Source: an optimization exercise on an open RTL-to-GDS flow (aim: small area). Production flows keep margins and buffers that such runs may drop. Function was checked by simulation only, so behaviour that the tests miss may differ from the original. Power and IR drop assume default switching activity.

## v6
==> module Lab3CA_toplevel, before the edit <==
module Lab3CA_toplevel(Dc, write, rs1, rs2, rd, clk, reset, Da, Db);
input [31:0] Dc;
input write, clk, reset;
input [4:0] rs1, rs2, rd;
output wire [31:0] Da, Db;
wire [31:0] ld [0:1], hd [0:1], sa [0:1], sb [0:1], Dz [0:1];
wire [31:0] ld_n, hd_n, sa_n, sb_n;
wire [31:0] Dz_n;
wire [1023:0] q;
WrDecode wdec(.rd(rd), .write(write), .reset(reset), .ld_n(ld_n), .hd_n(hd_n));
DataGate dgate(.Dc(Dc), .reset(reset), .Dz_n(Dz_n));
RdDecode adec(.rs(rs1), .sel_n(sa_n));
RdDecode bdec(.rs(rs2), .sel_n(sb_n));
genvar i, j;
generate
for (i = 0; i < 32; i = i + 1) begin : drv
	for (j = 0; j < 2; j = j + 1) begin : h
		Inv il(.a(ld_n[i]), .y(ld[j][i]));
		Inv ih(.a(hd_n[i]), .y(hd[j][i]));
		Inv id(.a(Dz_n[i]), .y(Dz[j][i]));
		Inv ia(.a(sa_n[i]), .y(sa[j][i]));
		Inv ib(.a(sb_n[i]), .y(sb[j][i]));
	end
end
for (i = 0; i < 32; i = i + 1) begin : g
	reg [31:0] r;
	wire [31:0] nx;
	for (j = 0; j < 32; j = j + 1) begin : b
		AndOr22 u(.a1(ld[j/16][i]), .a2(Dz[i/16][j]), .b1(hd[j/16][i]), .b2(r[j]), .y(nx[j]));
	end
	always @(posedge clk)
		r <= nx;
	assign q[32*i +: 32] = r;
end
for (j = 0; j < 32; j = j + 1) begin : m
	wire [31:0] ca, cb;
	for (i = 0; i < 32; i = i + 1) begin : c
		assign ca[i] = q[32*i + j];
	end
	ReadBit ra(.sel(sa[j/16]), .d(ca), .y(Da[j]));
	ReadBit rb(.sel(sb[j/16]), .d(ca), .y(Db[j]));
end
endgenerate
endmodule
==> flow/config.mk <==
export PLATFORM = sky130hd
export DESIGN_NAME = Lab3CA_toplevel
export DESIGN_NICKNAME = Lab3CA_toplevel
export VERILOG_FILES = /design/flow/design.v
export SDC_FILE = /design/flow/constraint.sdc
export NUM_CORES = 4
export LEC_CHECK = 0
export CAP_MARGIN = 20
export CORE_MARGIN = 2
export CORE_UTILIZATION = 45
export CTS_BUF_LIST = sky130_fd_sc_hd__clkbuf_16
export CTS_CLUSTER_DIAMETER = 100
export CTS_CLUSTER_SIZE = 24
export SETUP_SLACK_MARGIN = 0.1
export SLEW_MARGIN = 20
export SYNTH_HIERARCHICAL = 1
==> flow/constraint.sdc <==
create_clock -name core_clock -period 6.0 [get_ports {clk}]
set_input_delay 1.2000 -clock core_clock [delete_from_list [all_inputs] [get_ports {clk}]]
set_output_delay 1.2000 -clock core_clock [all_outputs]
set_load 0.01 [all_outputs]
standard.sh (not shown) runs the stock make flow with config.mk's settings and CLKGATE_MAP_FILE= SYNTH_SCRIPT=/design/flow/synth_recipe.tcl, a recipe that flattens the netlist after the stock synthesis.
==> flow/flow/run.sh <==
#!/bin/bash
# Standard ORFS layout (the standard.sh, standard synthesis unchanged),
# with the port buffers made from the smallest buffer cell.
set -uo pipefail
export BUFFER_PORTS_ARGS="-buffer_cell sky130_fd_sc_hd__buf_1"
bash standard.sh finish > standard_flow.log 2>&1
--- input diff v6..v7 ---
-- flow/design.v --
<<< v6, line 4
input [4:0] rs1, rs2, rd;
output wire [31:0] Da, Db;
wire [31:0] ld [0:1], hd [0:1], sa [0:1], sb [0:1], Dz [0:1];
wire [31:0] ld_n, hd_n, sa_n, sb_n;
wire [31:0] Dz_n;
wire [1023:0] q;
WrDecode wdec(.rd(rd), .write(write), .reset(reset), .ld_n(ld_n), .hd_n(hd_n));
>>> v7, line 4
input [4:0] rs1, rs2, rd;
output wire [31:0] Da, Db;
wire [31:0] ld, hd, sa, sb;
wire [31:0] ld_n, hd_n, sa_n, sb_n;
wire [31:0] Dz, Dz_n;
wire [1023:0] q;
WrDecode wdec(.rd(rd), .write(write), .reset(reset), .ld_n(ld_n), .hd_n(hd_n));
<<< v6, line 15
generate
for (i = 0; i < 32; i = i + 1) begin : drv
	for (j = 0; j < 2; j = j + 1) begin : h
		Inv il(.a(ld_n[i]), .y(ld[j][i]));
		Inv ih(.a(hd_n[i]), .y(hd[j][i]));
		Inv id(.a(Dz_n[i]), .y(Dz[j][i]));
		Inv ia(.a(sa_n[i]), .y(sa[j][i]));
		Inv ib(.a(sb_n[i]), .y(sb[j][i]));
	end
end
for (i = 0; i < 32; i = i + 1) begin : g
>>> v7, line 15
generate
for (i = 0; i < 32; i = i + 1) begin : drv
	Inv il(.a(ld_n[i]), .y(ld[i]));
	Inv ih(.a(hd_n[i]), .y(hd[i]));
	Inv id(.a(Dz_n[i]), .y(Dz[i]));
	Inv ia(.a(sa_n[i]), .y(sa[i]));
	Inv ib(.a(sb_n[i]), .y(sb[i]));
end
for (i = 0; i < 32; i = i + 1) begin : g
<<< v6, line 27
	wire [31:0] nx;
	for (j = 0; j < 32; j = j + 1) begin : b
		AndOr22 u(.a1(ld[j/16][i]), .a2(Dz[i/16][j]), .b1(hd[j/16][i]), .b2(r[j]), .y(nx[j]));
	end
	always @(posedge clk)
>>> v7, line 25
	wire [31:0] nx;
	for (j = 0; j < 32; j = j + 1) begin : b
		AndOr22 u(.a1(ld[i]), .a2(Dz[j]), .b1(hd[i]), .b2(r[j]), .y(nx[j]));
	end
	always @(posedge clk)
<<< v6, line 38
		assign ca[i] = q[32*i + j];
	end
	ReadBit ra(.sel(sa[j/16]), .d(ca), .y(Da[j]));
	ReadBit rb(.sel(sb[j/16]), .d(ca), .y(Db[j]));
end
endgenerate
>>> v7, line 36
		assign ca[i] = q[32*i + j];
	end
	ReadBit ra(.sel(sa), .d(ca), .y(Da[j]));
	ReadBit rb(.sel(sb), .d(ca), .y(Db[j]));
end
endgenerate
Findings:
Compared with v6, v7 shows instance count of the mapped netlist that has gone down by a few percent. Largest vdd supply drop delta for v7 relative to v6: 0.0038 mV higher. Lower synthesized net count goes to v7 over v6. Max final area across v7 and v6: v7. Diff v6 -> v7 | instance area at placement | increase of about 1.7%. Compared with v6, v7 shows number of DRC markers in iteration 0 that has gone up by a few percent. Looking at signed area change from the synthesized netlist to the final layout, v7 sits 3.7 points higher than v6 does. [v7] final worst-path cycle share rose 9.6 points relative to v6. v7 falls short of v6 in wire length. Diff v6 -> v7: total power increased by 220 uW relative to the old numbers, maximum cell stage delay along the critical path increased by 140 ps relative to the old numbers, cell count increased by 18 relative to the old numbers.

[what the ideal ports hide]
How much do the figures lean on ideal ports? The routed layouts below were timed once more, with nothing changed but the port constraints.
Step 1, drivers: a clkbuf_16 drives clk and a buf_2 each remaining input, both assumed.
Step 2 moves the port delays by t, midway between the first and last clock arrival at a register: inputs arrive t later, outputs are due t later. That takes back most of the time a late clock gives input paths.
Slacks: ideal / step 1 / step 2; pairs: ideal / step 1.
run	t, ns	slack for setup (ns)	worst setup path after step 2	worst slew at a driven data input, ns	pins driven straight from the clock port
v6	0.705	0.693 / 0.542 / 0.542	input to output	0.16	1
v7	0.714	0.119 / 0.064 / 0.064	input to output	0.13	1
After both steps every run listed still meets setup and hold. The setup slack of v6, which loses most, moves by -0.151 ns with the drivers and by -0.151 ns with both steps.
